Optimization exercise on an open flow, not production practice.
RTL: at most simulated, not proved equivalent.
Function not checked: run 9.
Clock network not from TritonCTS: runs 3, 4 and 6 to 9.
The clock port is an ideal driver here.
Power: default activity.

==> design.v <==
module Fetch (
    input  logic        clk,
    input  logic        reset,
    input  logic        redirect_valid,
    input  logic [31:0] redirect_pc,
    input  logic        advance,       
    output logic [31:0] pc_o
);
    logic [31:2] pc;
    logic [31:2] pc_d;
    logic s1, s0;
    assign s1 = redirect_valid & !reset;
    assign s0 = !redirect_valid & !reset;
    localparam NB = 3;
    logic [NB:0] bc;        
    logic [32:2] c;         
    assign bc[0] = advance;
    genvar b, i;
    generate
        for (b = 0; b < NB; b = b + 1) begin : g_blk
            localparam int S = 2 + 10*b;
            localparam int E = (S + 9 > 31) ? 31 : S + 9;
            assign c[S] = bc[b];
            for (i = S; i <= E; i = i + 1) begin : g_bit
                logic co;
                pc_bit u_bit (
                    .p (pc[i]),
                    .c (c[i]),
                    .r (redirect_pc[i]),
                    .s1(s1),
                    .s0(s0),
                    .d (pc_d[i]),
                    .co(co)
                );
                if (i < E) begin : g_c
                    assign c[i+1] = co;
                end
            end
            assign bc[b+1] = bc[b] & (&pc[E:S]);
        end
    endgenerate
    always_ff @(posedge clk) pc <= pc_d;
    assign pc_o = {pc, 2'b00};
endmodule
module pc_bit (
    input  logic p,
    input  logic c,
    input  logic r,
    input  logic s1,
    input  logic s0,
    output logic d,
    output logic co
);
    assign co = p & c;
    assign d  = (s1 & r) | (s0 & (p ^ c));
endmodule
module decode (
    input  logic [31:0] inst,
    output logic [4:0]  rs1,
    output logic [4:0]  rs2,
    output logic [4:0]  rd,
    output logic [31:0] imm,
    output logic        ALUSrc,
    output logic [2:0]  ALUOp,
    output logic        branch,
    output logic        jump,
    output logic        MemRead,
    output logic        MemWrite,
    output logic        RegWrite,
    output logic        MemToReg
);
    logic lui, itype, store, br, sb, sext, rs1_en, rs2_en, mid_en;
    dec_ctrl u_ctrl (
        .op      (inst[6:0]),
        .f3      (inst[14:12]),
        .i31     (inst[31]),
        .lui     (lui),
        .itype   (itype),
        .store   (store),
        .br      (br),
        .sb      (sb),
        .sext    (sext),
        .rs1_en  (rs1_en),
        .rs2_en  (rs2_en),
        .mid_en  (mid_en),
        .ALUSrc  (ALUSrc),
        .ALUOp   (ALUOp),
        .branch  (branch),
        .jump    (jump),
        .MemRead (MemRead),
        .MemWrite(MemWrite),
        .RegWrite(RegWrite),
        .MemToReg(MemToReg)
    );
    dec_mask #(5) u_rd  (.a(inst[11:7]),  .en(RegWrite), .o(rd));
    dec_mask #(5) u_rs1 (.a(inst[19:15]), .en(rs1_en),   .o(rs1));
    dec_mask #(5) u_rs2 (.a(inst[24:20]), .en(rs2_en),   .o(rs2));
    dec_mask_or #(20) u_imm_hi (.a(inst[31:12]), .en(lui), .s(sext), .o(imm[31:12]));
    dec_sel2 #(1) u_imm_11 (.a(inst[31]), .ea(ALUSrc), .b(inst[7]), .eb(br),
                            .o(imm[11]));
    dec_mask #(6) u_imm_mid (.a(inst[30:25]), .en(mid_en), .o(imm[10:5]));
    dec_sel2 #(4) u_imm_lo (.a(inst[24:21]), .ea(itype), .b(inst[11:8]), .eb(sb),
                            .o(imm[4:1]));
    dec_sel2 #(1) u_imm_0 (.a(inst[20]), .ea(itype), .b(inst[7]), .eb(store),
                           .o(imm[0]));
endmodule
module dec_mask #(
    parameter W = 1
) (
    input  logic [W-1:0] a,
    input  logic         en,
    output logic [W-1:0] o
);
    assign o = a & {W{en}};
endmodule
module dec_mask_or #(
    parameter W = 1
) (
    input  logic [W-1:0] a,
    input  logic         en,
    input  logic         s,
    output logic [W-1:0] o
);
    assign o = (a & {W{en}}) | {W{s}};
endmodule
module dec_sel2 #(
    parameter W = 1
) (
    input  logic [W-1:0] a,
    input  logic         ea,
    input  logic [W-1:0] b,
    input  logic         eb,
    output logic [W-1:0] o
);
    assign o = (a & {W{ea}}) | (b & {W{eb}});
endmodule
module dec_ctrl (
    input  logic [6:0] op,
    input  logic [2:0] f3,
    input  logic       i31,
    output logic       lui,
    output logic       itype,      
    output logic       store,
    output logic       br,
    output logic       sb,         
    output logic       sext,       
    output logic       rs1_en,
    output logic       rs2_en,
    output logic       mid_en,     
    output logic       ALUSrc,
    output logic [2:0] ALUOp,
    output logic       branch,
    output logic       jump,
    output logic       MemRead,
    output logic       MemWrite,
    output logic       RegWrite,
    output logic       MemToReg
);
    logic v, o6, o5, o4, o2;
    assign v  = op[1] & op[0] & !op[3];
    assign o6 = op[6];
    assign o5 = op[5];
    assign o4 = op[4];
    assign o2 = op[2];
    logic opi, opr, load, jalr, n62, b11;
    assign n62   = v & !o6 & !o2;                  
    assign b11   = v & o6 & o5 & !o4;              
    assign lui   = v & !o6 & o5 & o4 & o2;
    assign opi   = n62 & !o5 & o4;
    assign opr   = n62 & o5 & o4;
    assign load  = n62 & !o5 & !o4;
    assign store = n62 & o5 & !o4;
    assign br    = b11 & !o2;
    assign jalr  = b11 & o2;
    assign itype  = (n62 & !o5) | jalr;
    assign sb     = v & o5 & !o4 & !o2;
    assign sext   = i31 & ((opi & (f3 != 3'b110)) | load | b11 | store);
    assign rs1_en = n62 | b11;
    assign rs2_en = (n62 & o5) | br;
    assign mid_en = (n62 & !opr) | b11;
    assign RegWrite = (n62 & !store) | lui | jalr;
    assign ALUSrc   = (n62 & !opr) | jalr;
    assign MemRead  = load;
    assign MemToReg = load;
    assign MemWrite = store;
    assign jump     = jalr;
    assign branch   = br & (f3 == 3'b001);
    assign ALUOp[2] = !(n62 | br);
    assign ALUOp[1] = !(lui | opr | load | store | jalr);
    assign ALUOp[0] = !(lui | opi | load | store);
endmodule
module frontend (
    input  logic        clk,
    input  logic        reset,
    input  logic        redirect_valid,
    input  logic [31:0] redirect_pc,
    output logic [8:0]  icache_addr,
    input  logic [31:0] icache_rdata,
    output logic        valid_out,
    input  logic        ready_out,
    output logic [31:0] pc_out,
    output logic [4:0]  rs1,
    output logic [4:0]  rs2,
    output logic [4:0]  rd,
    output logic [31:0] imm,
    output logic        ALUSrc,
    output logic [2:0]  ALUOp,
    output logic        branch,
    output logic        jump,
    output logic        MemRead,
    output logic        MemWrite,
    output logic        RegWrite,
    output logic        MemToReg
);
    Fetch u_fetch (
        .clk           (clk),
        .reset         (reset),
        .redirect_valid(redirect_valid),
        .redirect_pc   (redirect_pc),
        .advance       (ready_out),
        .pc_o          (pc_out)
    );
    assign icache_addr = pc_out[10:2];
    assign valid_out   = !reset;
    decode u_decode (
        .inst    (icache_rdata),
        .rs1     (rs1),
        .rs2     (rs2),
        .rd      (rd),
        .imm     (imm),
        .ALUSrc  (ALUSrc),
        .ALUOp   (ALUOp),
        .branch  (branch),
        .jump    (jump),
        .MemRead (MemRead),
        .MemWrite(MemWrite),
        .RegWrite(RegWrite),
        .MemToReg(MemToReg)
    );
endmodule
==> flow/run.sh <==
#!/bin/bash
# Standard ORFS layout with two changes:
#  - the port buffers are the smallest buffer (buf_1) instead of the cell
#    buffer_ports picks on its own;
#  - the clock tree is built from clkbuf_4, without
#    dummy loads (the design has only 30 flip-flops).
set -euo pipefail
export BUFFER_PORTS_ARGS="-buffer_cell sky130_fd_sc_hd__buf_1"
export CTS_ARGS="-sink_clustering_enable -repair_clock_nets -dont_use_dummy_load -buf_list sky130_fd_sc_hd__clkbuf_4 -root_buf sky130_fd_sc_hd__clkbuf_4"
bash standard.sh > standard.log 2>&1
==> standard.sh <==
#!/bin/bash
# synth_recipe.tcl (not shown) runs the flow's synth.tcl, then flattens the netlist and writes it again
# the make line also repeats each setting of config.mk as NAME=value (left out here)
make -C /OpenROAD-flow-scripts/flow DESIGN_CONFIG=/design/flow/config.mk WORK_HOME=/design/flow/orfs CLKGATE_MAP_FILE= SYNTH_SCRIPT=/design/flow/synth_recipe.tcl "${@:-finish}"
==> config.mk <==
export PLATFORM = sky130hd
export DESIGN_NAME = frontend
export DESIGN_NICKNAME = frontend
export VERILOG_FILES = /design/flow/design.v
export SDC_FILE = /design/flow/constraint.sdc
export NUM_CORES = 4
export LEC_CHECK = 0
export CAP_MARGIN = 20
export CORE_MARGIN = 2
export CORE_UTILIZATION = 40
export SLEW_MARGIN = 20
export SYNTH_HIERARCHICAL = 1
==> constraint.sdc <==
create_clock -name core_clock -period 4.0 [get_ports {clk}]
set_input_delay 0.8000 -clock core_clock [delete_from_list [all_inputs] [get_ports {clk}]]
set_output_delay 0.8000 -clock core_clock [all_outputs]
set_load 0.01 [all_outputs]
==> qor.txt, run 1 <==
RSZ-0062 raised after global routing: no
ANT cells: 0
CP max FO: 2
Vias in the first global route: 1817
Worst IR drop on VDD: 0.000139 V
Postcts setup bufs: 0
Register with the most flip-flops: u_fetch.pc
Area of the multi-input gates: 1290 µm²
Detailed Route WL: 5630 µm
Post-Route Utilization: 53.3%
Initial DRC Count: 69
Drt wl/cell: 12.9 µm
Fill cells: 515
Num rows: 26
Clock Sinks: 30
Reg clk slew, reported paths: 0.09 ns
Pwr dens: 229 nW/µm²
TNS Setup: 0 ns
Setup WS pre-CTS: 0.406 ns
Post-detail-place hpwl: 4580 µm
Post-CTS Hold Fix Bufs: 0
Later-pin clock latency in the skew report: 0.32 ns
Mean number of vias per cell: 4.97
Core ar.: 5040 µm²
Worst reg-to-reg path cell count: 14
Worst hold path class: flop to flop
Die area: 5730 µm²
Flop-to-flop setup slack: 1.00 ns
Register Area: 601 µm²
RR Endpoint: u_fetch.pc[31]$_DFF_P_
Fin worst setup slack: 0.772 ns
CTS Buffer Depth: 2
Yosys reg bits: 30
Largest net degree at the start of global routing: 31
Cell Area, Synth: 2060 µm²
Min cycle time layout: 3.23 ns
First-pass GRT wire length: 8030 µm
CTS buffer count: 5
Nets: 467
Post-route ant nets: 0
Beginning of the critical path: ready_out
All-Layer GR Usage: 18.0%
Max Freq: 310 MHz
Setup violations, final: 0
Layout cells sized above 1: 4.90%
Leakage: 1.34 nW
DRC Markers: 0
GR Overflow Total: 0
RR Startpoint: u_fetch.pc[7]$_DFF_P_
Final Max Tran Viols: 0
Die H: 75.7 µm
Relative slew margins: 54.0%
CP Data Arrival Time: 3.45 ns
Syn Inst Count: 213
Status: finished clean
Register area share after synthesis: 29.2%
Critical path capture point: u_fetch.pc[31]$_DFF_P_
Yosys warns: 7
Num ports: 167
Hold slack: 0.594 ns
Crit path launch type: input pin
Resized cells post-CTS: 0
Final count of hold timing violations: 0
CTS tree: done
Initial antenna violation count: 0
Max reg flops: 30
Leading registers by flop count: u_fetch.pc x30
# port buffers: 162
GPL Wtd Cong: 0.913
DRT Pass-1 Iters: 6
DP Area: 2650 µm²
Die X: 75.7 µm
Syn_area_per_cell: 9.65 µm²
Max_cap viols: 0
Area Overhead vs Synth: 30.8%
Period utilisation layout: 80.7%
Final instance area: 2690 µm²
Worst-Margin Slew: 0.688 ns
Unique masters post-synth: 33
H-tree depth reported by CTS: 2
DR vias: 2171
Post-Route Skew: 0.0154 ns
CTS Root Cell: clkbuf_4
Crit path capture type: flop
Critical Path RT: 4.22 ns
Most frequent cells in the layout: 162 x buf_1, 36 x a22o_1, 30 x ha_1, 30 x dfxtp_1, 24 x and2_1
Starting Density: 40.8%
Worst Setup Path Type: input pin to flop
Most common cell after layout, fill and taps aside: buf_1
## cell usage after synthesis
cell,number,area share (%)
nor4_1,1,0.30
nand3b_1,1,0.37
buf_6,5,2.7
a21o_1,21,7.7
and4_1,2,0.85
or3b_1,1,0.43
nor2_1,5,0.91
nor3_1,4,0.97
a22o_1,36,15
or2_2,2,0.61
nor2b_1,2,0.61
and2_1,24,7.3
nand2_1,5,0.91
inv_1,3,0.55
or3_1,1,0.30
o31ai_1,1,0.37
nand4b_1,1,0.43
a31oi_1,1,0.30
o21a_1,1,0.37
or2_1,1,0.30
xnor2_1,1,0.43
nor3_2,1,0.49
nand3_1,5,1.2
clkbuf_1,1,0.18
dfxtp_1,30,29
inv_2,1,0.18
conb_1,1,0.18
a21oi_1,4,0.97
o21ai_0,2,0.49
nand4_1,4,1.2
buf_4,14,5.1
ha_1,30,18
and3b_1,1,0.43
## Yosys stat by module (local to each module, per instance), a selection
| module | cells | flip-flops and latches |
|---|---|---|
| Fetch | 44 | 30 |
| dec_ctrl | 48 | 0 |
| pc_bit | 2 | 0 |
| frontend | 10 | 0 |
## worst min path at each step
| stage | startpoint | to | slack (ns) | cells after the start |
|---|---|---|---|---|
| 5_1_grt | u_fetch.pc[23]$_DFF_P_ | u_fetch.pc[23]$_DFF_P_ | 0.62 | 2 |
| 3_5_place_dp | u_fetch.pc[27]$_DFF_P_ | u_fetch.pc[27]$_DFF_P_ | 0.58 | 2 |
| 3_3_place_gp | u_fetch.pc[29]$_DFF_P_ | u_fetch.pc[29]$_DFF_P_ | 0.57 | 2 |
| 2_1_floorplan | u_fetch.pc[22]$_DFF_P_ | u_fetch.pc[22]$_DFF_P_ | 0.63 | 2 |
| 6_report | u_fetch.pc[23]$_DFF_P_ | u_fetch.pc[23]$_DFF_P_ | 0.59 | 2 |
| 4_1_cts | u_fetch.pc[23]$_DFF_P_ | u_fetch.pc[23]$_DFF_P_ | 0.60 | 2 |
## where the power goes
group / total (mW) / internal, mW / switching, mW / leakage (nW)
Sequential: 0.332 / 0.317 / 0.0146 / 0.248
Combinational: 0.134 / 0.0570 / 0.0773 / 1.07
Clock: 0.151 / 0.0586 / 0.0925 / 0.0230
Total: 0.617 / 0.433 / 0.184 / 1.34
## cell type report
class,count,area share [%]
well taps,70,3.26
multi-input cells,160,48.2
repair buffers,168,24.3
flip-flops and latches,30,22.3
inverters,4,0.558
clock buffers,5,1.40
## cell families after synthesis
logic type / count (synthesis) / synth area share [%]
AO/OA/AOI/OAI: 66 / 25.5
XOR/XNOR: 1 / 0.426
adder cells (fa/ha/maj): 30 / 18.3
buffers and inverters: 24 / 8.76
flip-flops: 30 / 29.2
other: 1 / 0.182
AND/OR/NAND/NOR: 61 / 17.7
## critical path: stages
cell     delay [ns]
buf_1          0.09
nand4_1        0.10
nor3_2         0.07
and2_1         0.14
ha_1           0.20
ha_1           0.20
ha_1           0.20
ha_1           0.20
ha_1           0.19
ha_1           0.19
ha_1           0.19
ha_1           0.19
ha_1           0.19
ha_1           0.28
a22o_1         0.20
## routing by layer
layer	wire length [µm]	global-route usage (%)
met1	2400	22.0
met4	52	4.87
met5	0	0
met2	2760	31.3
met3	411	4.76
## stage by stage
step | instances | power, mW
floorplan | 214 | 0.416
detailed placement | 432 | 0.474
global placement | 432 | 0.472
CTS | 437 | 0.626
finish | 437 | 0.617
global route | 437 | 0.662
Testbench counts, summed over its fixed seeds: cycles 30,511.
==> run 2: changes to the inputs <==
==> flow/run.sh (replaced) <==
#!/bin/bash
# Standard ORFS layout with three changes:
#  - synthesis maps the logic with ABC script flow/abc_deep.script (deepsyn
#    restructuring, then area-aware mapping) in place of ORFS's
#    abc_speed.script; everything else in synthesis is the standard
#    synthesis (synth_recipe.tcl), so the registers are the same;
#  - the port buffers are the smallest buffer (buf_1) instead of the cell
#    buffer_ports picks on its own;
#  - the clock tree is built from clkbuf_4, without dummy loads (the design
#    has only 30 flip-flops).
# Each step's full log is in orfs/logs/; this script's own output goes to
# synth.log and standard.log.
set -euo pipefail
here=$(pwd)

# private copy of the ORFS scripts, used for synthesis only
rm -rf "$here/synth_scripts"
cp -r "$FLOW_HOME/scripts" "$here/synth_scripts"
cp "$here/flow/abc_deep.script" "$here/synth_scripts/abc_speed.script"
SCRIPTS_DIR="$here/synth_scripts" bash standard.sh synth > synth.log 2>&1

export BUFFER_PORTS_ARGS="-buffer_cell sky130_fd_sc_hd__buf_1"
export CTS_ARGS="-sink_clustering_enable -repair_clock_nets -dont_use_dummy_load -buf_list sky130_fd_sc_hd__clkbuf_4 -root_buf sky130_fd_sc_hd__clkbuf_4"
bash standard.sh > standard.log 2>&1
==> flow/abc_deep.script (new file) <==
strash
&get -n
&deepsyn -T 3
&dch
&nf
&put
topo
stime -c
==> run 2 against run 1 <==
Net effect:
- utilization grew 1.7 points
- largest power group unchanged
- global-route usage grew 3.0 points
- synthesized cell count shrank 9.9%
- critical endpoint is now imm[16]
- clock skew grew 0.0068 ns
- still clean on timing, DRC and antenna
- fmax shrank 4.2%
==> qor.txt, run 2 <==
CP max FO: 20
Drt wl/cell: 13.6 µm
GPL Wtd Cong: 0.881
DRC Markers: 0
Crit path capture type: primary output
EDFF count, synth: 0
Simple-gate share of the synthesized area: 16.2%
Worst Setup Path Type: input pin to primary output
Initial antenna violation count: 0
Status: finished clean
Share of Yosys cell area claimed by the top area cell type: 31.6%
Reg clk slew, reported paths: 0.09 ns
Post-detail-place hpwl: 4440 µm
Fraction of registers with async set/reset: 0%
Register with the most flip-flops: u_fetch.pc
Clock share of power: 24.3%
Nets: 452
Xor/xnor share of the synthesized area: 0%
Cell chain of the critical path: buf_1 -> nand3b_1 -> nor3_1 -> buf_4 -> a221o_1 -> and3_1 -> buf_4 -> a21o_1 -> buf_1
Switch share: 29.3%
Die H: 72.9 µm
Critical Path RT: 3.20 ns
Relative slew margins: 53.6%
Register Area: 601 µm²
Period utilisation layout: 84.3%
Postcts setup bufs: 0
Vias in the first global route: 2006
CTS buffer count: 5
DP Area: 2530 µm²
Top-count cell post-synth: a22o_1
Post-Synth Adder-Cell Area: 19.8%
Resized cells post-CTS: 0
Die area: 5320 µm²
Final Max Tran Viols: 0
Fill cells: 470
Max reg flops: 30
Yosys reg bits: 30
CTS tree: done
Starting Density: 40.8%
Pwr dens: 237 nW/µm²
Min cycle time layout: 3.37 ns
Syn Inst Count: 192
Sw power: 0.178 mW
CP Data Arrival Time: 2.57 ns
Max_cap viols: 0
GR Overflow Total: 0
Register area share after synthesis: 31.6%
DR vias: 2102
RSZ-0062 raised after global routing: no
CTS Root Cell: clkbuf_4
RR Startpoint: u_fetch.pc[21]$_DFF_P_
Final count of hold timing violations: 0
All-Layer GR Usage: 21.1%
Power Total: 0.608 mW
# port buffers: 162
Most common cell after layout, fill and taps aside: buf_1
Multiplexer share of the synthesized area: 0%
ANT cells: 0
Leading area contributor after synthesis: dfxtp_1
Largest net degree at the start of global routing: 31
Leading registers by flop count: u_fetch.pc x30
Yosys warns: 7
Setup violations, final: 0
Post-Route Skew: 0.0222 ns
Max Freq: 297 MHz
Pint: 0.430 mW
Post-route ant nets: 0
Die X: 72.9 µm
Largest family of logic cells by synthesized area: compound AO/OA/AOI/OAI gates
Crit path launch type: input pin
Beginning of the critical path: icache_rdata[3]
Initial DRC Count: 89
Combinational Power Share: 21.1%
Post-synth top cells: 36 x a22o_1, 30 x dfxtp_1, 30 x ha_1, 24 x and2_0, 21 x a21o_1
Synth top area cells: dfxtp_1 32%, ha_1 20%, a22o_1 17%, a21o_1 8.3%, and2_0 7.9%
Core ar.: 4660 µm²
Worst IR drop on VDD: 0.000100 V
Final instance area: 2570 µm²
First-pass GRT wire length: 8870 µm
Hold Startpoint: u_fetch.pc[28]$_DFF_P_
CP max stage delay: 0.27 ns
Detailed Route WL: 5540 µm
Area of the multi-input gates: 1200 µm²
Worst hold path class: flop to flop
Area Overhead vs Synth: 35.1%
Leakage: 1.29 nW
Hold slack: 0.595 ns
Clock Sinks: 30
Num rows: 25
Num ports: 167
Cell count after placement: 401
Worst-Margin Slew: 0.695 ns
Most frequent cells in the layout: 162 x buf_1, 36 x a22o_1, 30 x ha_1, 30 x dfxtp_1, 24 x and2_0
Unique masters post-synth: 24
Layout cells sized above 1: 3.41%
Sequential share of power: 54.5%
Main synth FF type: dfxtp_1
CTS Buffer Depth: 2
Mean number of vias per cell: 5.18
Syn_area_per_cell: 9.89 µm²
DRT Pass-1 Iters: 4
TNS Setup: 0 ns
Post-CTS Hold Fix Bufs: 0
Later-pin clock latency in the skew report: 0.31 ns
Slowest CP cell: nand3b_1
Synth Area in Compound Gates: 26.5%
Cell Area, Synth: 1900 µm²
H-tree depth reported by CTS: 2
Fin cells: 406
## run 2: power by group through the flow
stage / clock network [mW] / logic, mW / registers, mW
after detailed placement: 0 / 0.129 / 0.338
final: 0.148 / 0.128 / 0.331
after global routing: 0.171 / 0.145 / 0.334
after floorplan: 0 / 0.0626 / 0.345
after global placement: 0 / 0.128 / 0.338
after CTS: 0.157 / 0.129 / 0.332
## run 2: logic make-up after synthesis
kind of cell               Yosys count
and+or+nand+nor                     54
buffers and inverters               16
adders and majority gates           30
AOI/OAI and AO/OA                   61
DFF                                 30
other                                1
## run 2: layer usage
layer / wire length [µm] / GRT usage [%] / vias up
met5: 0 / 0 / -
met4: 51 / 6.17 / 0
met3: 465 / 6.08 / 5
met2: 2780 / 37.8 / 100
met1: 2240 / 24.1 / 960
li1: - / - / 1037
## run 2: final timing paths
path,end,slack [ns],cells after the start
worst max-delay path,imm[16],0.63,9
worst min-delay path,u_fetch.pc[28]$_DFF_P_,0.60,2
worst max register to register,u_fetch.pc[31]$_DFF_P_,1.02,14
worst min register to register,u_fetch.pc[28]$_DFF_P_,0.60,2
## run 2: worst max-delay path, delay by kind of cell
kind	cells	cell delay [ns]
AND/OR/NAND/NOR	3	0.73
buffers and inverters	4	0.66
AO/OA/AOI/OAI	2	0.37
## run 2: layout make-up
type | instances | area share (%)
Multi-Input combinational cell | 147 | 46.9
Sequential cell | 30 | 23.4
Timing Repair Buffer | 167 | 25.2
Clock buffer | 5 | 1.46
Inverter | 3 | 0.439
Tap cell | 54 | 2.63
## run 2: per-module statistics from Yosys, one instance, submodules excluded, excerpt
module | copies in the design | cells inside | cell area (µm²) | flops+latches
pc_bit | 30 | 2 | 21.3 | 0
dec_ctrl | 1 | 31 | 176 | 0
Fetch | 1 | 44 | 679 | 30
frontend | 1 | 10 | 71.3 | 0
## run 2: stage by stage
step | setup WS, ns | util [%]
2_1_floorplan | 0.679 | -
3_3_place_gp | 0.472 | 54.1
3_5_place_dp | 0.454 | 54.3
4_1_cts | 0.687 | 55.1
5_1_grt | 0.455 | 55.1
6_report | 0.630 | 55.1
==> run 3: changes to the inputs <==
--- a/design.v
+++ b/design.v
@@ -24,13 +24,25 @@
             for (i = S; i <= E; i = i + 1) begin : g_bit
                 logic co;
-                pc_bit u_bit (
-                    .p (pc[i]),
-                    .c (c[i]),
-                    .r (redirect_pc[i]),
-                    .s1(s1),
-                    .s0(s0),
-                    .d (pc_d[i]),
-                    .co(co)
-                );
+                if (i < E) begin : g_mid
+                    pc_bit u_bit (
+                        .p (pc[i]),
+                        .c (c[i]),
+                        .r (redirect_pc[i]),
+                        .s1(s1),
+                        .s0(s0),
+                        .d (pc_d[i]),
+                        .co(co)
+                    );
+                end else begin : g_last
+                    pc_bit_last u_bit (
+                        .p (pc[i]),
+                        .c (c[i]),
+                        .r (redirect_pc[i]),
+                        .s1(s1),
+                        .s0(s0),
+                        .d (pc_d[i])
+                    );
+                    assign co = 1'b0;
+                end
                 if (i < E) begin : g_c
                     assign c[i+1] = co;
@@ -54,4 +66,14 @@
     assign co = p & c;
     assign d  = (s1 & r) | (s0 & (p ^ c));
+endmodule
+module pc_bit_last (
+    input  logic p,
+    input  logic c,
+    input  logic r,
+    input  logic s1,
+    input  logic s0,
+    output logic d
+);
+    assign d = (s1 & r) | (s0 & (p ^ c));
 endmodule
 module decode (
==> flow/run.sh (replaced) <==
#!/bin/bash
# Standard ORFS layout with four changes:
#  - synthesis maps the logic with ABC script flow/abc_deep.script (deepsyn
#    restructuring, then area-aware mapping) in place of ORFS's
#    abc_speed.script; everything else in synthesis is the standard
#    synthesis (synth_recipe.tcl), so the registers are the same;
#  - the port buffers are the smallest buffer (buf_1) instead of the cell
#    buffer_ports picks on its own;
#  - the clock is distributed by a single clkbuf_16 (flow/clock_buffer.tcl)
#    instead of TritonCTS's H-tree: the design has only 30 flip-flops.
# The ORFS scripts are used from a private copy with those two scripts
# changed. Each step's full log is in orfs/logs/; this script's own output
# goes to standard.log.
set -euo pipefail
here=$(pwd)

rm -rf "$here/scripts"
cp -r "$FLOW_HOME/scripts" "$here/scripts"
cp "$here/flow/abc_deep.script" "$here/scripts/abc_speed.script"
sed -i "s|^log_cmd clock_tree_synthesis .*|source $here/flow/clock_buffer.tcl|" "$here/scripts/cts.tcl"
grep -q "clock_buffer.tcl" "$here/scripts/cts.tcl"

export SCRIPTS_DIR="$here/scripts"
export BUFFER_PORTS_ARGS="-buffer_cell sky130_fd_sc_hd__buf_1"
bash standard.sh > standard.log 2>&1
==> flow/clock_buffer.tcl (new file) <==
# Clock "tree" for a design with a few dozen flip-flops: one clkbuf_16 at the
# centre of the flip-flops drives every clock pin; the clock port drives only
# that buffer. Sourced by cts.tcl in place of clock_tree_synthesis.
set block [ord::get_db_block]
set sx 0.0
set sy 0.0
set n 0
foreach inst [$block getInsts] {
  if { [[$inst getMaster] isSequential] } {
    set bb [$inst getBBox]
    set sx [expr { $sx + ([$bb xMin] + [$bb xMax]) / 2.0 }]
    set sy [expr { $sy + ([$bb yMin] + [$bb yMax]) / 2.0 }]
    incr n
  }
}
set dbu [$block getDbUnitsPerMicron]
set x [expr { $sx / $n / $dbu }]
set y [expr { $sy / $n / $dbu }]
puts "clock_buffer: $n flip-flops, buffer at ($x, $y) um"
set clk_port [get_full_name [get_property [lindex [all_clocks] 0] sources]]
set clk_net [[$block findBTerm $clk_port] getNet]
insert_buffer -buffer_cell sky130_fd_sc_hd__clkbuf_16 -net [$clk_net getName] \
  -location [list $x $y] -buffer_name clkbuf_root -net_name clknet_root
# mark the port's net and the buffer's output net as clock nets
set clk_net [[$block findBTerm $clk_port] getNet]
$clk_net setSigType CLOCK
foreach it [$clk_net getITerms] {
  foreach o [[$it getInst] getITerms] {
    if { [$o isOutputSignal] && [$o getNet] ne "NULL" } {
      [$o getNet] setSigType CLOCK
      puts "clock_buffer: [[$it getInst] getName] drives [llength [[$o getNet] getITerms]] pins"
    }
  }
}
set_propagated_clock [all_clocks]
==> run 3 against run 2 <==
Net effect:
- fmax is 2.1% higher
- via count decreased by 2.3%
- critical endpoint is now imm[15]
- final cell count is 1.2% lower
- highest routed layer unchanged
- combinational power is essentially flat
- global-route usage down 1.4 points
==> qor.txt, run 3 <==
Status: finished clean
Register area share after synthesis: 31.8%
All-Layer GR Usage: 19.6%
Max reg flops: 30
RSZ-0062 raised after global routing: no
Global route hottest layer: met2
Reg clk slew, reported paths: 0.11 ns
Starting Density: 42.5%
Cell Area, Synth: 1890 µm²
Leakage: 1.27 nW
Num rows: 24
Most frequent cells in the layout: 162 x buf_1, 36 x a22o_1, 30 x dfxtp_1
TNS Setup: 0 ns
Crit path launch type: input pin
Final Max Tran Viols: 0
EDFF count, synth: 0
Leading area contributor after synthesis: dfxtp_1
CP max stage delay: 0.34 ns
Layout cells sized above 1: 2.58%
Core ar.: 4440 µm²
Setup WS pre-CTS: 0.525 ns
Final count of hold timing violations: 0
Final instance area: 2540 µm²
Min cycle time layout: 3.30 ns
Post-synth top cells: 36 x a22o_1, 30 x dfxtp_1, 27 x ha_1, 24 x and2_0, 21 x a21o_1
RR Startpoint: u_fetch.pc[5]$_DFF_P_
Num ports: 167
Vias in the first global route: 1978
Nets: 446
GPL Wtd Cong: 0.877
Post-route ant nets: 0
Largest net degree at the start of global routing: 31
Flop-to-flop setup slack: 1.09 ns
DRC Markers: 0
Fin worst setup slack: 0.700 ns
# port buffers: 162
Share of Yosys cell area claimed by the top area cell type: 31.8%
Most common cell after layout, fill and taps aside: buf_1
WP buf/inv: 4
Pwr dens: 230 nW/µm²
Crit path capture type: primary output
Max Freq: 303 MHz
Resized cells post-CTS: 0
Critical Path RT: 3.20 ns
Fraction of registers with async set/reset: 0%
Post-detail-place hpwl: 4580 µm
ANT cells: 0
Fin cells: 401
Die area: 5290 µm²
Syn_area_per_cell: 9.83 µm²
GR Util met2: 38.3%
CP Data Arrival Time: 2.50 ns
Hold Startpoint: u_fetch.pc[28]$_DFF_P_
Detailed Route WL: 5500 µm
Area Overhead vs Synth: 34.7%
DP Area: 2520 µm²
Syn Inst Count: 192
Period utilisation layout: 82.5%
Hold Crit Endpoint: u_fetch.pc[28]$_DFF_P_
Worst hold path class: flop to flop
Cell count after placement: 400
Worst IR drop on VDD: 0.000182 V
DR vias: 2053
Yosys warns: 7
Post-Route Skew: 0.00848 ns
Synth top area cells: dfxtp_1 32%, ha_1 18%, a22o_1 17%, a21o_1 8.3%, and2_0 8.0%
Setup violations, final: 0
Top-count cell post-synth: a22o_1
Met3 Track Usage GR: 2.76%
First-pass GRT wire length: 8700 µm
Initial DRC Count: 52
Main synth FF type: dfxtp_1
Crit path max-delay family: buffers and inverters
DRT Pass-1 Iters: 4
Postcts setup bufs: 0
Slowest CP cell: a221o_1
Hold slack: 0.597 ns
Register with the most flip-flops: u_fetch.pc
Worst reg-to-reg path cell count: 14
Worst Setup Path Type: input pin to primary output
CP max FO: 19
Yosys reg bits: 30
Mean number of vias per cell: 5.12
GR Overflow Total: 0
Die X: 72.7 µm
Cell chain of the critical path: buf_1 -> nand2b_1 -> nor3_1 -> buf_4 -> a221o_1 -> and3_1 -> buf_4 -> a21o_1 -> buf_1
Post-CTS Hold Fix Bufs: 0
Drt wl/cell: 13.7 µm
Leading registers by flop count: u_fetch.pc x30
Hold path cells: 2
Die H: 72.7 µm
Initial antenna violation count: 0
Max_cap viols: 0
Unique masters post-synth: 25
Later-pin clock latency in the skew report: 0.17 ns
RR Endpoint: u_fetch.pc[31]$_DFF_P_
GRT met1 Usage: 23.8%
==> run 3: cell types whose count changed in the layout (fill, tap and decap cells not counted), sizes merged <==
cell	previous run	this run
clkbuf	5	1
ha	30	27
xor2	0	3
buf	167	168
==> run 3: metrics by stage <==
stage	total power, mW	util [%]
6_report	0.585	57.2
5_1_grt	0.619	57.2
4_1_cts	0.591	57.2
3_5_place_dp	0.469	56.6
3_3_place_gp	0.467	56.6
2_1_floorplan	0.408	-
==> run 3: cells by family after synthesis <==
kind of cell    share of synthesized area, %
compound gates                          26.6
xor+xnor                                1.39
fa+ha+maj                               17.9
buf+inv                                 5.77
flops                                   31.8
other cells                            0.199
simple gates                            16.3
==> run 3: worst reg2reg max path, stage by stage (launching register included) <==
cell	delay [ns]
dfxtp_1	0.36
nand4_1	0.11
nor3_1	0.08
and2_0	0.14
ha_1	0.20
ha_1	0.20
ha_1	0.20
ha_1	0.20
ha_1	0.20
ha_1	0.20
ha_1	0.20
ha_1	0.20
ha_1	0.20
xor2_1	0.15
a22o_1	0.19
==> run 3: where the power goes <==
| part | internal (mW) | leakage (nW) | switching (mW) |
|---|---|---|---|
| Combinational | 0.0545 | 1.01 | 0.0742 |
| Clock | 0.0467 | 0.0123 | 0.0774 |
| Sequential | 0.317 | 0.248 | 0.0149 |
==> run 3: per-layer routing <==
metal / vias up / share of wire (%)
met4: 0 / 0.42
met3: 2 / 7.0
li1: 1030 / -
met5: - / 0
met2: 93 / 51
met1: 928 / 42
==> run 3: area by class of cell <==
class,count,area (µm²)
multi-input cells,147,1190
repair buffers,168,653
well taps,52,65.1
fillers,424,1900
flip-flops and latches,30,601
inverters,3,11.3
==> run 3: how the worst max path moves through the flow <==
stage	startpoint	to	slack [ns]	cells after the start
2_1_floorplan	icache_rdata[3]	imm[12]	0.79	5
3_3_place_gp	ready_out	u_fetch.pc[31]$_DFF_P_	0.58	15
3_5_place_dp	ready_out	u_fetch.pc[31]$_DFF_P_	0.53	15
4_1_cts	icache_rdata[3]	imm[30]	0.72	8
5_1_grt	icache_rdata[3]	imm[19]	0.56	9
6_report	icache_rdata[4]	imm[15]	0.70	9
==> run 3: modules after synthesis (local to each module, per instance), a selection <==
module	cell area (µm²)	cells inside	times used
dec_ctrl	176	31	1
Fetch	679	44	1
pc_bit	21.3	2	27
frontend	71.3	10	1
pc_bit_last	17.5	2	3
Testbench counts of run 3, summed over its fixed seeds: cycles 30,511.
==> run 4: changes to the inputs <==
--- a/config.mk
+++ b/config.mk
@@ -8,5 +8,5 @@
 export CAP_MARGIN = 20
 export CORE_MARGIN = 2
-export CORE_UTILIZATION = 40
+export CORE_UTILIZATION = 60
 export SLEW_MARGIN = 20
 export SYNTH_HIERARCHICAL = 1
==> run 4 against run 3 <==
Net effect:
- still clean on timing, DRC and antenna
- die area fell by 32%
- combinational power hardly changed
- critical path depth shrank 2
- clock skew fell by 0.0032 ns
==> qor.txt, run 4 <==
RSZ-0062 raised after global routing: no
Unique masters post-synth: 25
Die H: 60.1 µm
Final Max Tran Viols: 0
Most used cell, CP: buf_1
Drt wl/cell: 13.6 µm
Post-synth top cells: 36 x a22o_1, 30 x dfxtp_1, 27 x ha_1, 24 x and2_0, 21 x a21o_1
Reg clk slew, reported paths: 0.11 ns
Synth top area cells: dfxtp_1 32%, ha_1 18%, a22o_1 17%, a21o_1 8.3%, and2_0 8.0%
Fraction of registers with async set/reset: 0%
Initial antenna violation count: 0
Yosys warns: 7
Mean number of vias per cell: 5.43
Max reg flops: 30
Combinational Power Share: 22.1%
Resized cells post-CTS: 0
Slowest CP cell: and3_1
Main synth FF type: dfxtp_1
First-pass GRT wire length: 7760 µm
Crit path launch type: input pin
Register with the most flip-flops: u_fetch.pc
Cell chain of the critical path: buf_1 -> nand3b_1 -> nor3_1 -> a221o_1 -> and3_1 -> a21o_1 -> buf_1
CP max stage delay: 0.65 ns
Nets: 443
Hold Startpoint: u_fetch.pc[24]$_DFF_P_
Worst IR drop on VDD: 0.000202 V
Post-route ant nets: 0
Leading area contributor after synthesis: dfxtp_1
Sw power: 0.164 mW
Period utilisation layout: 89.7%
CP max FO: 20
Pint: 0.418 mW
Setup violations, final: 0
Yosys reg bits: 30
Beginning of the critical path: icache_rdata[3]
DRC Markers: 0
GR Overflow Total: 0
Syn Inst Count: 192
Critical Path RT: 3.20 ns
Core ar.: 3030 µm²
Fill cells: 221
Worst-Margin Slew: 0.691 ns
Pwr dens: 231 nW/µm²
Syn_area_per_cell: 9.83 µm²
Switch share: 28.2%
Max_cap viols: 0
Min cycle time layout: 3.59 ns
Fin worst setup slack: 0.411 ns
All-Layer GR Usage: 27.2%
Initial DRC Count: 89
CP Data Arrival Time: 2.79 ns
TNS Setup: 0 ns
ANT cells: 0
Worst hold path class: flop to flop
# port buffers: 162
Detailed Route WL: 5310 µm
Area Overhead vs Synth: 33.5%
Most frequent cells in the layout: 162 x buf_1, 36 x a22o_1, 30 x dfxtp_1
RR Startpoint: u_fetch.pc[6]$_DFF_P_
Crit path capture type: primary output
Num rows: 20
Largest net degree at the start of global routing: 31
Sequential share of power: 57.3%
Register Area: 601 µm²
Post-Route Skew: 0.00530 ns
Setup WS pre-CTS: 0.436 ns
Leakage: 1.26 nW
Clock share of power: 20.6%
Vias in the first global route: 1762
Die area: 3610 µm²
Fin cells: 390
EDFF count, synth: 0
Num ports: 167
Post-detail-place hpwl: 4300 µm
Postcts setup bufs: 0
Relative slew margins: 53.9%
Top-count cell post-synth: a22o_1
Later-pin clock latency in the skew report: 0.17 ns
Final count of hold timing violations: 0
Layout cells sized above 1: 1.73%
Register area share after synthesis: 31.8%
Starting Density: 62.4%
Cell Area, Synth: 1890 µm²
Status: finished clean
Cell count after placement: 389
DR vias: 2118
Die X: 60.1 µm
Max Freq: 279 MHz
DRT Pass-1 Iters: 4
Leading registers by flop count: u_fetch.pc x30
Area of the multi-input gates: 1200 µm²
Most common cell after layout, fill and taps aside: buf_1
Worst Setup Path Type: input pin to primary output
Post-CTS Hold Fix Bufs: 0
GPL Wtd Cong: 0.900
Share of Yosys cell area claimed by the top area cell type: 31.8%
-- run 4: power groups by stage --
stage,Combinational (mW),Clock (mW),Sequential [mW]
3_3_place_gp,0.123,0,0.338
4_1_cts,0.127,0.121,0.333
2_1_floorplan,0.0629,0,0.345
6_report,0.129,0.120,0.333
3_5_place_dp,0.126,0,0.340
5_1_grt,0.144,0.132,0.336
-- run 4: routing by layer --
| layer | wire length (µm) | share of wire, % | global-route usage (%) | up-vias |
|---|---|---|---|---|
| li1 | - | - | - | 1022 |
| met1 | 2130 | 40 | 36.2 | 968 |
| met2 | 2660 | 50 | 46.6 | 116 |
| met3 | 426 | 8.0 | 3.68 | 12 |
| met4 | 98 | 1.8 | 5.71 | 0 |
| met5 | 0 | 0 | 0 | - |
-- run 4: worst paths after layout --
kind | endpoint | slack [ns] | cells after the start
worst max-delay path | imm[24] | 0.41 | 7
worst max register to register | u_fetch.pc[31]$_DFF_P_ | 1.10 | 14
worst min-delay path | u_fetch.pc[24]$_DFF_P_ | 0.60 | 2
worst min register to register | u_fetch.pc[24]$_DFF_P_ | 0.60 | 2
-- run 4: area by class of cell --
type | count | area share [%]
timing repair buffer | 165 | 25.0
multi-input combinational | 147 | 47.5
sequential | 30 | 23.8
tap | 44 | 2.18
inverter | 3 | 0.447
-- run 4: modules after synthesis (local to each module, per instance), a selection --
module / cells inside / times used / cell area (µm²)
Fetch: 44 / 1 / 679
dec_ctrl: 31 / 1 / 176
frontend: 10 / 1 / 71.3
pc_bit: 2 / 27 / 21.3
pc_bit_last: 2 / 3 / 17.5
-- run 4: cell families after synthesis --
family,synth area share (%)
other cells,0.199
compound gates,26.6
flops,31.8
xor+xnor,1.39
fa+ha+maj,17.9
buf+inv,5.77
simple gates,16.3
-- run 4: worst max-delay path: cells and delay by family --
family                 cells  cell delay [ns]
and+or+nand+nor            3             1.28
AOI/OAI and AO/OA          2             0.48
buffers and inverters      2             0.22
-- run 4: per-stage QoR --
stage / util (%) / cell area, µm² / hold WS, ns / power [mW]
after CTS: 82.9 / 2510 / 0.604 / 0.581
after floorplan: - / 1890 / 0.603 / 0.408
after global placement: 82.1 / 2480 / 0.567 / 0.462
after detailed placement: 82.1 / 2480 / 0.578 / 0.466
final: 83.2 / 2520 / 0.604 / 0.581
after global routing: 83.2 / 2520 / 0.635 / 0.611
==> run 5: changes to the inputs <==
--- a/config.mk
+++ b/config.mk
@@ -6,7 +6,7 @@
 export NUM_CORES = 4
 export LEC_CHECK = 0
-export CAP_MARGIN = 20
+export CAP_MARGIN = 0
 export CORE_MARGIN = 2
-export CORE_UTILIZATION = 60
-export SLEW_MARGIN = 20
+export CORE_UTILIZATION = 75
+export SLEW_MARGIN = 0
 export SYNTH_HIERARCHICAL = 1
==> run 5 against run 4 <==
Net effect:
- the run now fails in global placement
- synthesized cell count unchanged
- area after synthesis stayed put
==> qor.txt, run 5 <==
Die X: 54.2 µm
Num rows: 18
Syn Inst Count: 192
Unique masters post-synth: 25
Synth top area cells: dfxtp_1 32%, ha_1 18%, a22o_1 17%, a21o_1 8.3%, and2_0 8.0%
Register area share after synthesis: 31.8%
Yosys warns: 7
Leading area contributor after synthesis: dfxtp_1
Die H: 54.2 µm
Post-synth top cells: 36 x a22o_1, 30 x dfxtp_1, 27 x ha_1, 24 x and2_0, 21 x a21o_1
Num ports: 167
Stop err: [ERROR GPL-0301] Utilization 106.815 % exceeds 100%.
Share of Yosys cell area claimed by the top area cell type: 31.8%
EDFF count, synth: 0
Fraction of registers with async set/reset: 0%
# port buffers: 162
Top-count cell post-synth: a22o_1
Main synth FF type: dfxtp_1
Yosys reg bits: 30
Cell Area, Synth: 1890 µm²
Fail Step: global placement
Syn_area_per_cell: 9.83 µm²
Starting Density: 77.6%
Status: aborted with a tool error
-- run 5: cell counts after synthesis --
No cell type changed its count.
-- run 5: per-module statistics from Yosys (local to each module, per instance), excerpt --
module,area (µm²),cells inside,flip-flops and latches
dec_ctrl,176,31,0
pc_bit_last,17.5,2,0
Fetch,679,44,30
frontend,71.3,10,0
pc_bit,21.3,2,0
-- run 5: kinds of logic after synthesis --
group / after synthesis / synth area share (%)
XOR/XNOR: 3 / 1.39
AND/OR/NAND/NOR: 54 / 16.3
adder cells (fa/ha/maj): 27 / 17.9
AO/OA/AOI/OAI: 61 / 26.6
flip-flops: 30 / 31.8
buffers and inverters: 16 / 5.77
other: 1 / 0.199
==> run 6: changes to the inputs <==
--- a/config.mk
+++ b/config.mk
@@ -8,5 +8,5 @@
 export CAP_MARGIN = 0
 export CORE_MARGIN = 2
-export CORE_UTILIZATION = 75
+export CORE_UTILIZATION = 66
 export SLEW_MARGIN = 0
 export SYNTH_HIERARCHICAL = 1
==> run 6 against run 5 <==
Net effect:
- now clean on timing, DRC and antenna
- synthesized cell count is the same
- area after synthesis unchanged
==> qor.txt, run 6 <==
Status: finished clean
Top-count cell post-synth: a22o_1
Setup violations, final: 0
Max_cap viols: 0
Die H: 57.5 µm
Sw power: 0.176 mW
DRC Markers: 0
Die X: 57.5 µm
Crit path capture type: primary output
Mean number of vias per cell: 5.98
Post-route ant nets: 0
Synth top area cells: dfxtp_1 32%, ha_1 18%, a22o_1 17%, a21o_1 8.3%, and2_0 8.0%
Pint: 0.419 mW
First-pass GRT wire length: 9630 µm
Detailed Route WL: 6580 µm
Combinational Power Share: 22.5%
Post-Route Skew: 0.00276 ns
Die area: 3300 µm²
Register area share after synthesis: 31.8%
Power Total: 0.594 mW
Area Overhead vs Synth: 32.1%
DR vias: 2256
Starting Density: 69.1%
Initial antenna violation count: 0
GPL Wtd Cong: 0.868
Most common cell after layout, fill and taps aside: buf_1
Worst-Margin Slew: 1.19 ns
Yosys warns: 7
Clock share of power: 21.2%
TNS Setup: 0 ns
Later-pin clock latency in the skew report: 0.17 ns
Most frequent cells in the layout: 162 x buf_1, 36 x a22o_1, 30 x dfxtp_1
All-Layer GR Usage: 37.1%
Leading registers by flop count: u_fetch.pc x30
Max reg flops: 30
Final count of hold timing violations: 0
Switch share: 29.6%
Leakage: 1.25 nW
WP buf/inv: 2
Slowest CP cell: and3_1
Core ar.: 2730 µm²
Post-CTS Hold Fix Bufs: 0
Max Freq: 275 MHz
Num rows: 19
Drt wl/cell: 17.4 µm
CP max stage delay: 0.69 ns
Syn Inst Count: 192
Final instance area: 2490 µm²
Pwr dens: 238 nW/µm²
Fraction of registers with async set/reset: 0%
Post-Synth Adder-Cell Area: 17.9%
EDFF count, synth: 0
# port buffers: 162
Num ports: 167
DP Area: 2470 µm²
Reg clk slew, reported paths: 0.11 ns
ANT cells: 0
Nets: 443
Resized cells post-CTS: 0
Period utilisation layout: 91.0%
CP Data Arrival Time: 2.84 ns
GR Overflow Total: 0
DRT Pass-1 Iters: 5
Setup WS pre-CTS: 0.449 ns
Relative slew margins: 20.1%
Cell Area, Synth: 1890 µm²
Main synth FF type: dfxtp_1
Critical Path RT: 3.20 ns
Postcts setup bufs: 0
Vias in the first global route: 2046
Share of Yosys cell area claimed by the top area cell type: 31.8%
CP max FO: 20
Largest family of logic cells by synthesized area: compound AO/OA/AOI/OAI gates
Fin worst setup slack: 0.361 ns
Cell chain of the critical path: buf_1 -> nand3b_1 -> nor3_1 -> a221o_1 -> and3_1 -> a21o_1 -> buf_1
Register with the most flip-flops: u_fetch.pc
Yosys reg bits: 30
Post-synth top cells: 36 x a22o_1, 30 x dfxtp_1, 27 x ha_1, 24 x and2_0, 21 x a21o_1
Leading area contributor after synthesis: dfxtp_1
Worst hold path class: flop to flop
Final Max Tran Viols: 0
Initial DRC Count: 160
Largest net degree at the start of global routing: 31
Syn_area_per_cell: 9.83 µm²
Worst Setup Path Type: input pin to primary output
Worst IR drop on VDD: 0.000360 V
Synth Area in Compound Gates: 26.6%
Unique masters post-synth: 25
Sequential share of power: 56.3%
Xor/xnor share of the synthesized area: 1.39%
Crit path launch type: input pin
Multiplexer share of the synthesized area: 0%
Layout cells sized above 1: 1.73%
Simple-gate share of the synthesized area: 16.3%
Crit path max-delay family: simple AND/OR/NAND/NOR gates
Min cycle time layout: 3.64 ns
RSZ-0062 raised after global routing: no
Hold slack: 0.612 ns
Post-detail-place hpwl: 5250 µm
Most used cell, CP: buf_1
[run 6: cell counts after synthesis]
No cell type changed its count.
[run 6: final timing paths]
check,from,slack [ns],to,cells past startpoint
max,icache_rdata[3],0.36,imm[29],7
min,u_fetch.pc[28]$_DFF_P_,0.61,u_fetch.pc[28]$_DFF_P_,2
max reg2reg,u_fetch.pc[6]$_DFF_P_,1.01,u_fetch.pc[31]$_DFF_P_,14
min reg2reg,u_fetch.pc[28]$_DFF_P_,0.61,u_fetch.pc[28]$_DFF_P_,2
[run 6: final cells by class]
class / instances / area (µm²)
repair buffers: 165 / 631
flip-flops and latches: 30 / 601
well taps: 31 / 38.8
fillers: 131 / 240
inverters: 3 / 11.3
multi-input cells: 147 / 1190
[run 6: per-module statistics from Yosys (local to each module, per instance), excerpt]
module	cells	copies in the design	flip-flops and latches
pc_bit	2	27	0
Fetch	44	1	30
dec_ctrl	31	1	0
pc_bit_last	2	3	0
frontend	10	1	0
[run 6: power by group through the flow]
stage / clock [mW] / sequential (mW) / combinational (mW)
final: 0.126 / 0.334 / 0.134
after global routing: 0.136 / 0.336 / 0.144
after CTS: 0.125 / 0.333 / 0.132
after detailed placement: 0 / 0.340 / 0.131
after global placement: 0 / 0.338 / 0.123
after floorplan: 0 / 0.345 / 0.0629
[run 6: metal layers]
layer  GRT usage, %  share of wire (%)  up-vias
met5              0                  0        -
met4           17.3                5.1        0
met3           5.44                9.1       34
met2           69.5                 51      173
met1           40.4                 35     1023
li1               -                  -     1026
[run 6: kinds of logic (layout without fill, tap and decap cells)]
kind of cell	count (synthesis)	count (layout)
AO/OA/AOI/OAI	61	61
XOR/XNOR	3	3
adder cells (fa/ha/maj)	27	27
buffers and inverters	16	169
flip-flops	30	30
other	1	2
AND/OR/NAND/NOR	54	54
[run 6: through the flow]
stage	std cells	util [%]
6_report	377	91.2
5_1_grt	377	91.2
4_1_cts	377	91.2
3_5_place_dp	376	90.3
3_3_place_gp	376	90.3
2_1_floorplan	193	-
[run 6: worst min-delay path, stage by stage, from the launching register on]
cell	delay [ns]
dfxtp_1	0.35
ha_1	0.12
a22o_1	0.12
==> run 7: changes to the inputs <==
==> flow/abc_deep.script (replaced) <==
strash
&get -n
&deepsyn -T 3
&dch
&nf -R 1000
&put
topo
stime -c
--- a/config.mk
+++ b/config.mk
@@ -8,5 +8,5 @@
 export CAP_MARGIN = 0
 export CORE_MARGIN = 2
-export CORE_UTILIZATION = 66
+export CORE_UTILIZATION = 60
 export SLEW_MARGIN = 0
 export SYNTH_HIERARCHICAL = 1
==> run 7 against run 6 <==
Net effect:
- global-route usage is 11 points lower
- combinational power is 6% lower
- cell area is 0.70% higher
- critical path depth is 1 higher
- fmax is 1.1% lower
- utilization is 8.3 points lower
- still clean
- largest cell class unchanged
- register-to-register slack better by 0.07 ns
- flip-flop and latch count stayed put
- critical path type unchanged
- final cell count is 4.5% higher
==> qor.txt, run 7 <==
Max Freq: 272 MHz
Postcts setup bufs: 0
Setup WS pre-CTS: 0.357 ns
Post-detail-place hpwl: 4220 µm
CP max FO: 20
Register area share after synthesis: 31.9%
Period utilisation layout: 91.9%
Syn_area_per_cell: 9.65 µm²
Synth Area in Compound Gates: 27.1%
CP max stage delay: 0.67 ns
Yosys reg bits: 30
Layout cells sized above 1: 2.00%
Synth top area cells: dfxtp_1 32%, ha_1 18%, a22o_1 15%, a21o_1 9.6%, and2_0 8.0%
Post-synth top cells: 33 x a22o_1, 30 x dfxtp_1, 27 x ha_1, 24 x a21o_1, 24 x and2_0
Num ports: 167
Num rows: 20
Status: finished clean
EDFF count, synth: 0
Top-count cell post-synth: a22o_1
Share of Yosys cell area claimed by the top area cell type: 31.9%
Leakage: 1.27 nW
Die H: 60.0 µm
Later-pin clock latency in the skew report: 0.17 ns
Fin cells: 394
Largest family of logic cells by synthesized area: compound AO/OA/AOI/OAI gates
Unique masters post-synth: 22
Fraction of registers with async set/reset: 0%
Worst Setup Path Type: input pin to primary output
Fill cells: 221
Post-Route Skew: 0.00789 ns
DRC Markers: 0
Register with the most flip-flops: u_fetch.pc
GR Overflow Total: 0
Mean number of vias per cell: 5.25
Post-CTS Hold Fix Bufs: 0
Vias in the first global route: 1790
Detailed Route WL: 5080 µm
Starting Density: 62.1%
Yosys warns: 7
Critical Path RT: 3.20 ns
Pwr dens: 229 nW/µm²
Initial antenna violation count: 0
DRT Pass-1 Iters: 4
Cell Area, Synth: 1880 µm²
Area of the multi-input gates: 1180 µm²
Post-Synth Adder-Cell Area: 18.0%
Multiplexer share of the synthesized area: 0%
DR vias: 2068
Most common cell after layout, fill and taps aside: buf_1
Max reg flops: 30
TNS Setup: 0 ns
Initial DRC Count: 99
Leading area contributor after synthesis: dfxtp_1
Crit path launch type: input pin
Largest net degree at the start of global routing: 31
Cell count after placement: 393
Flop-to-flop setup slack: 1.08 ns
Syn Inst Count: 195
CP Data Arrival Time: 2.88 ns
Max_cap viols: 0
ANT cells: 0
RSZ-0062 raised after global routing: no
Xor/xnor share of the synthesized area: 0%
Slowest CP cell: and3_1
Min cycle time layout: 3.68 ns
Most frequent cells in the layout: 162 x buf_1, 33 x a22o_1, 30 x dfxtp_1
Power Total: 0.576 mW
GPL Wtd Cong: 0.912
All-Layer GR Usage: 26.1%
Simple-gate share of the synthesized area: 17.3%
Worst-Margin Slew: 1.15 ns
Leading registers by flop count: u_fetch.pc x30
Drt wl/cell: 12.9 µm
Post-route ant nets: 0
Cell chain of the critical path: buf_1 -> nand3b_1 -> nor3_1 -> a21o_1 -> or2_0 -> and3_1 -> a21o_1 -> buf_1
# port buffers: 162
Relative slew margins: 23.2%
Final count of hold timing violations: 0
Final Max Tran Viols: 0
Fin worst setup slack: 0.322 ns
Reg clk slew, reported paths: 0.11 ns
Nets: 447
Main synth FF type: dfxtp_1
Register Area: 601 µm²
Resized cells post-CTS: 0
Die area: 3600 µm²
Core ar.: 3030 µm²
Setup violations, final: 0
Worst hold path class: flop to flop
Crit path capture type: primary output
Die X: 60.0 µm
Worst IR drop on VDD: 0.000257 V
First-pass GRT wire length: 7530 µm
Area Overhead vs Synth: 33.4%
==> run 7: cell count changes in the layout (fill, tap and decap cells not counted), sizes merged, moves of 3 or more <==
cell,change
a21o,+3
xor2,-3
o21ai,+3
a21oi,+4
a22o,-3
or2,+3
==> run 7: layer usage <==
metal | up-vias | GRT usage, % | share of wire [%]
li1 | 1037 | - | -
met1 | 940 | 29.3 | 39
met2 | 85 | 51.9 | 53
met3 | 6 | 3.68 | 7.2
met4 | 0 | 4.13 | 1.0
met5 | - | 0 | 0
==> run 7: critical path, delay by kind of cell <==
family / cells / cell delay, ns
simple gates: 4 / 1.49
buf+inv: 2 / 0.23
compound gates: 2 / 0.36
==> run 7: path summary, 6_finish.rpt <==
| kind | to | from | cells after the start |
|---|---|---|---|
| max | imm[22] | icache_rdata[3] | 8 |
| min reg2reg | u_fetch.pc[31]$_DFF_P_ | u_fetch.pc[31]$_DFF_P_ | 2 |
| max reg2reg | u_fetch.pc[31]$_DFF_P_ | u_fetch.pc[21]$_DFF_P_ | 15 |
| min | u_fetch.pc[31]$_DFF_P_ | u_fetch.pc[31]$_DFF_P_ | 2 |
==> run 7: through the flow <==
stage                     util [%]  hold slack [ns]  instance area, µm²
after floorplan                  -            0.574                1890
after global routing          82.9            0.627                2510
after global placement        82.1            0.544                2490
after detailed placement      82.1            0.562                2490
final                         82.9            0.588                2510
after CTS                     82.9            0.589                2510
==> run 7: area by class of cell <==
class / count / share of cell area, %
multi-input cells: 151 / 47.2
inverters: 2 / 0.299
flip-flops and latches: 30 / 23.9
repair buffers: 166 / 25.4
well taps: 44 / 2.19
==> run 7: logic make-up (layout without fill, tap and decap cells) <==
family                   count (synthesis)  count (layout)
AND/OR/NAND/NOR                         57              57
adder cells (fa/ha/maj)                 27              27
other                                    1               2
flip-flops                              30              30
buffers and inverters                   15             169
AO/OA/AOI/OAI                           65              65
==> run 7: power breakdown <==
part           internal [mW]  switching, mW  total, mW
Sequential             0.317         0.0149      0.332
Clock                 0.0464         0.0719      0.118
Combinational         0.0536         0.0720      0.126
Total                  0.417          0.159      0.576
==> run 7: Yosys stat by module (local to each module, per instance), excerpt <==
module	flip-flops and latches	cells	times used	cell area [µm²]
Fetch	30	44	1	679
dec_ctrl	0	31	1	170
pc_bit_last	0	3	3	17.5
frontend	0	10	1	71.3
pc_bit	0	2	27	21.3
==> run 8: changes to the inputs <==
==> flow/abc_deep.script (replaced) <==
strash
&get -n
&deepsyn -T 3
&dch
&nf
&put
topo
stime -c
==> run 8 against run 7 <==
Net effect:
- sequential power about the same
- sequential share of layout area about the same
- flip-flop and latch count unchanged
- worst setup slack better by 0.074 ns
- synthesized cell count down 1.5%
- wire length up 3.9%
- die area up 0.30%
- combinational power about the same
- first-iteration DRC count down 23%
- fmax up 2.1%
- global-route usage up 1.1 points
- final cell count down 1.0%
- critical endpoint is now imm[24]
- largest power group unchanged
- highest routed layer unchanged
==> qor.txt, run 8 <==
Unique masters post-synth: 25
Worst hold path class: flop to flop
Hold slack: 0.604 ns
Register area share after synthesis: 31.8%
Area of the multi-input gates: 1190 µm²
Register with the most flip-flops: u_fetch.pc
Min cycle time layout: 3.60 ns
Fraction of registers with async set/reset: 0%
Syn_area_per_cell: 9.83 µm²
Post-Route Skew: 0.00687 ns
Clock share of power: 21.0%
GR Overflow Total: 0
Nets: 443
Final Max Tran Viols: 0
Post-detail-place hpwl: 4300 µm
DR vias: 2107
Area Overhead vs Synth: 32.9%
Crit path launch type: input pin
Max reg flops: 30
Register Area: 601 µm²
Syn Inst Count: 192
Worst Setup Path Type: input pin to primary output
EDFF count, synth: 0
Top-count cell post-synth: a22o_1
Initial DRC Count: 76
DRT Pass-1 Iters: 4
Layout cells sized above 1: 1.73%
Share of Yosys cell area claimed by the top area cell type: 31.8%
Detailed Route WL: 5280 µm
Worst reg-to-reg path cell count: 14
Switch share: 28.4%
Initial antenna violation count: 0
# port buffers: 162
DRC Markers: 0
Mean number of vias per cell: 5.40
Status: finished clean
RSZ-0062 raised after global routing: no
Leading registers by flop count: u_fetch.pc x30
TNS Setup: 0 ns
Largest net degree at the start of global routing: 31
Core ar.: 3030 µm²
Num ports: 167
Pint: 0.417 mW
Main synth FF type: dfxtp_1
CP Data Arrival Time: 2.80 ns
Max Freq: 277 MHz
Post-synth top cells: 36 x a22o_1, 30 x dfxtp_1, 27 x ha_1, 24 x and2_0, 21 x a21o_1
Fill cells: 226
Vias in the first global route: 1762
Post-route ant nets: 0
ANT cells: 0
Sw power: 0.166 mW
GPL Wtd Cong: 0.900
Die H: 60.1 µm
CP max FO: 20
Die area: 3610 µm²
Hold path cells: 2
Cell Area, Synth: 1890 µm²
Crit path capture type: primary output
Setup violations, final: 0
Final count of hold timing violations: 0
First-pass GRT wire length: 7760 µm
Period utilisation layout: 90.1%
Drt wl/cell: 13.5 µm
Sequential share of power: 57.1%
Combinational Power Share: 21.8%
Synth top area cells: dfxtp_1 32%, ha_1 18%, a22o_1 17%, a21o_1 8.3%, and2_0 8.0%
Critical Path RT: 3.20 ns
Most frequent cells in the layout: 162 x buf_1, 36 x a22o_1, 30 x dfxtp_1
Relative slew margins: 21.7%
Resized cells post-CTS: 0
Post-CTS Hold Fix Bufs: 0
Reg clk slew, reported paths: 0.11 ns
Most common cell after layout, fill and taps aside: buf_1
Worst-Margin Slew: 1.17 ns
Worst IR drop on VDD: 0.000204 V
Postcts setup bufs: 0
Yosys warns: 7
Leading area contributor after synthesis: dfxtp_1
All-Layer GR Usage: 27.2%
Leakage: 1.25 nW
Later-pin clock latency in the skew report: 0.17 ns
Starting Density: 62.4%
Num rows: 20
Yosys reg bits: 30
Max_cap viols: 0
Power Total: 0.583 mW
Pwr dens: 232 nW/µm²
Die X: 60.1 µm
run 8: modules after synthesis (local to each module, per instance), a selection:
module / times used / area (µm²) / cells / flip-flops and latches
pc_bit: 27 / 21.3 / 2 / 0
Fetch: 1 / 679 / 44 / 30
pc_bit_last: 3 / 17.5 / 2 / 0
dec_ctrl: 1 / 176 / 31 / 0
frontend: 1 / 71.3 / 10 / 0
run 8: final timing paths:
kind	from	to	slack (ns)
setup / recovery	icache_rdata[3]	imm[24]	0.40
hold / removal	u_fetch.pc[24]$_DFF_P_	u_fetch.pc[24]$_DFF_P_	0.60
setup reg to reg	u_fetch.pc[9]$_DFF_P_	u_fetch.pc[31]$_DFF_P_	1.10
hold reg to reg	u_fetch.pc[24]$_DFF_P_	u_fetch.pc[24]$_DFF_P_	0.60
run 8: power groups by stage:
stage	clock, mW	combinational, mW	sequential (mW)
global placement	0	0.123	0.338
CTS	0.121	0.127	0.333
finish	0.123	0.127	0.333
detailed placement	0	0.126	0.340
global route	0.132	0.143	0.336
floorplan	0	0.0629	0.345
run 8: through the flow:
step | instance area [µm²] | util (%) | std cells | worst slack, ns
3_3_place_gp | 2480 | 82.1 | 389 | 0.498
4_1_cts | 2510 | 82.9 | 390 | 0.439
5_1_grt | 2510 | 82.9 | 390 | 0.201
2_1_floorplan | 1890 | - | 193 | 0.789
6_report | 2510 | 82.9 | 390 | 0.396
3_5_place_dp | 2480 | 82.1 | 389 | 0.436
run 8: area by class of cell:
type                            count  area share (%)
Inverter                            3           0.449
Multi-Input combinational cell    147            47.3
Sequential cell                    30            23.9
Tap cell                           44            2.19
Timing Repair Buffer              165            25.1
run 8: cells by family (layout without fill, tap and decap cells):
kind of cell | count (synthesis) | in the layout | share of synthesized area [%]
flip-flops | 30 | 30 | 31.8
buffers and inverters | 16 | 169 | 5.77
XOR/XNOR | 3 | 3 | 1.39
other | 1 | 2 | 0.199
AND/OR/NAND/NOR | 54 | 54 | 16.3
AO/OA/AOI/OAI | 61 | 61 | 26.6
adder cells (fa/ha/maj) | 27 | 27 | 17.9
run 8: critical path, cell delays in order:
cell      delay (ns)
buf_1           0.06
nand3b_1        0.27
nor3_1          0.38
a221o_1         0.33
and3_1          0.65
a21o_1          0.15
buf_1           0.16
run 8: layer usage:
layer / routed length [µm] / GRT usage (%)
met1: 2180 / 36.2
met5: 0 / 0
met2: 2550 / 46.6
met4: 98 / 5.71
met3: 450 / 3.68
==> run 9: changes to the inputs <==
--- a/design.v
+++ b/design.v
@@ -19,6 +19,6 @@
     generate
         for (b = 0; b < NB; b = b + 1) begin : g_blk
-            localparam int S = 2 + 10*b;
-            localparam int E = (S + 9 > 31) ? 31 : S + 9;
+            localparam int S = (b == 0) ? 2 : (b == 1) ? 10 : 18;
+            localparam int E = (b == 0) ? 9 : (b == 1) ? 17 : 31;
             assign c[S] = bc[b];
             for (i = S; i <= E; i = i + 1) begin : g_bit
==> run 9 against run 8 <==
Net effect:
- still clean
- sequential share of layout area is 0.33 points lower
- global-route usage down 0.070 points
- worst hold slack improved by 0.0025 ns
- clock skew fell by 0.0039 ns
- critical path depth increased by 12
==> qor.txt, run 9 <==
Postcts setup bufs: 0
DRT Pass-1 Iters: 4
CP Data Arrival Time: 3.96 ns
Num ports: 167
Die X: 60.0 µm
ANT cells: 0
Largest net degree at the start of global routing: 31
Register area share after synthesis: 31.9%
Post-Route Skew: 0.00298 ns
Share of Yosys cell area claimed by the top area cell type: 31.9%
Cell count after placement: 391
Post-route ant nets: 0
Fraction of registers with async set/reset: 0%
All-Layer GR Usage: 27.1%
Unique masters post-synth: 25
Synth top area cells: dfxtp_1 32%, ha_1 18%, a22o_1 17%, a21o_1 8.4%, and2_0 8.0%
Syn_area_per_cell: 9.85 µm²
Pwr dens: 228 nW/µm²
Post-synth top cells: 36 x a22o_1, 30 x dfxtp_1, 27 x ha_1, 24 x and2_0, 21 x a21o_1
GR Overflow Total: 0
Post-Route Utilization: 84.0%
Sequential share of power: 57.2%
Relative slew margins: 19.6%
Detailed Route WL: 5190 µm
Fin cells: 392
Area Overhead vs Synth: 35.3%
Num rows: 20
Min cycle time layout: 3.89 ns
Switch share: 27.8%
Final Max Tran Viols: 0
Worst-Margin Slew: 1.20 ns
GPL Wtd Cong: 0.939
Most common cell after layout, fill and taps aside: buf_1
Nets: 445
Sw power: 0.161 mW
Leading area contributor after synthesis: dfxtp_1
Initial antenna violation count: 0
Yosys reg bits: 30
Layout cells sized above 1: 4.89%
Final count of hold timing violations: 0
Initial DRC Count: 65
Drt wl/cell: 13.2 µm
Max reg flops: 30
Pint: 0.418 mW
Later-pin clock latency in the skew report: 0.17 ns
Syn Inst Count: 191
Die H: 60.0 µm
Leading registers by flop count: u_fetch.pc x30
DR vias: 2116
Crit path capture type: flop
Crit path launch type: input pin
Register with the most flip-flops: u_fetch.pc
Post-CTS Hold Fix Bufs: 0
Yosys warns: 7
CP max FO: 2
Max_cap viols: 0
Combinational Power Share: 22.2%
Setup WS pre-CTS: -0.280 ns
Top-count cell post-synth: a22o_1
Worst Setup Path Type: input pin to flop
First-pass GRT wire length: 7670 µm
Most frequent cells in the layout: 162 x buf_1, 36 x a22o_1, 30 x dfxtp_1
Core ar.: 3030 µm²
Setup violations, final: 0
# port buffers: 162
Mean number of vias per cell: 5.40
Critical Path RT: 4.07 ns
Fin worst setup slack: 0.110 ns
Main synth FF type: dfxtp_1
Cell Area, Synth: 1880 µm²
Status: finished clean
[run 9: final timing paths]
check	from	end	slack, ns	cells past startpoint
min reg2reg	u_fetch.pc[24]$_DFF_P_	u_fetch.pc[24]$_DFF_P_	0.61	2
max reg2reg	u_fetch.pc[7]$_DFF_P_	u_fetch.pc[31]$_DFF_P_	0.46	18
min	u_fetch.pc[24]$_DFF_P_	u_fetch.pc[24]$_DFF_P_	0.61	2
max	ready_out	u_fetch.pc[31]$_DFF_P_	0.11	19
[run 9: cell type report]
| cell class | count | area (µm²) |
|---|---|---|
| Inverter | 3 | 11.3 |
| Tap cell | 44 | 55.1 |
| Sequential cell | 30 | 601 |
| Multi-Input combinational cell | 146 | 1200 |
| Timing Repair Buffer | 168 | 653 |
| Fill cell | 199 | 483 |
[run 9: critical path, cell delays in order]
cell and delay (ns):
buf_1 0.09, nand3_1 0.08, nor3_1 0.07, and2_1 0.16
ha_2 0.18, ha_2 0.18, ha_1 0.20, ha_2 0.19
ha_2 0.18, ha_1 0.19, ha_1 0.20, ha_2 0.18
ha_2 0.18, ha_1 0.20, ha_2 0.18, ha_2 0.17
ha_1 0.20, xor2_1 0.16, a22o_1 0.19
[run 9: per-module statistics from Yosys (local to each module, per instance), a selection]
module / times used / cell area [µm²]
Fetch: 1 / 672
frontend: 1 / 71.3
dec_ctrl: 1 / 176
pc_bit_last: 3 / 17.5
pc_bit: 27 / 21.3
[run 9: logic make-up (layout without fill, tap and decap cells)]
family | Yosys count | count (layout) | share of synthesized area (%)
AND/OR/NAND/NOR | 53 | 53 | 16.0
adder cells (fa/ha/maj) | 27 | 27 | 18.0
other | 1 | 2 | 0.199
AO/OA/AOI/OAI | 61 | 61 | 26.7
buffers and inverters | 16 | 172 | 5.79
XOR/XNOR | 3 | 3 | 1.40
flip-flops | 30 | 30 | 31.9
[run 9: layer usage]
layer | wire, µm | track usage [%] | up-vias
li1 | - | - | 1027
met1 | 2020 | 33.4 | 964
met2 | 2670 | 50.5 | 115
met3 | 395 | 2.60 | 10
met4 | 111 | 5.71 | 0
met5 | 0 | 0 | -
[run 9: stage by stage]
step	setup TNS (ns)	instance area, µm²	power [mW]
finish	0	2540	0.580
global route	0	2540	0.610
global placement	-0.263	2500	0.462
CTS	0	2540	0.579
detailed placement	-0.504	2500	0.467
floorplan	0	1880	0.408
[run 9: timing repair]
action / CTS / global route
setup endpoints to repair: 2 / 2
endpoints found under the hold margin: 0 / 0
gates resized for setup: 6 / 3
pin swaps: 1 / 1
[run 9: power by group through the flow]
stage	sequential, mW	combinational [mW]	clock (mW)
global route	0.334	0.145	0.131
floorplan	0.345	0.0629	0
finish	0.332	0.129	0.120
detailed placement	0.338	0.128	0
global placement	0.337	0.125	0
CTS	0.331	0.129	0.119
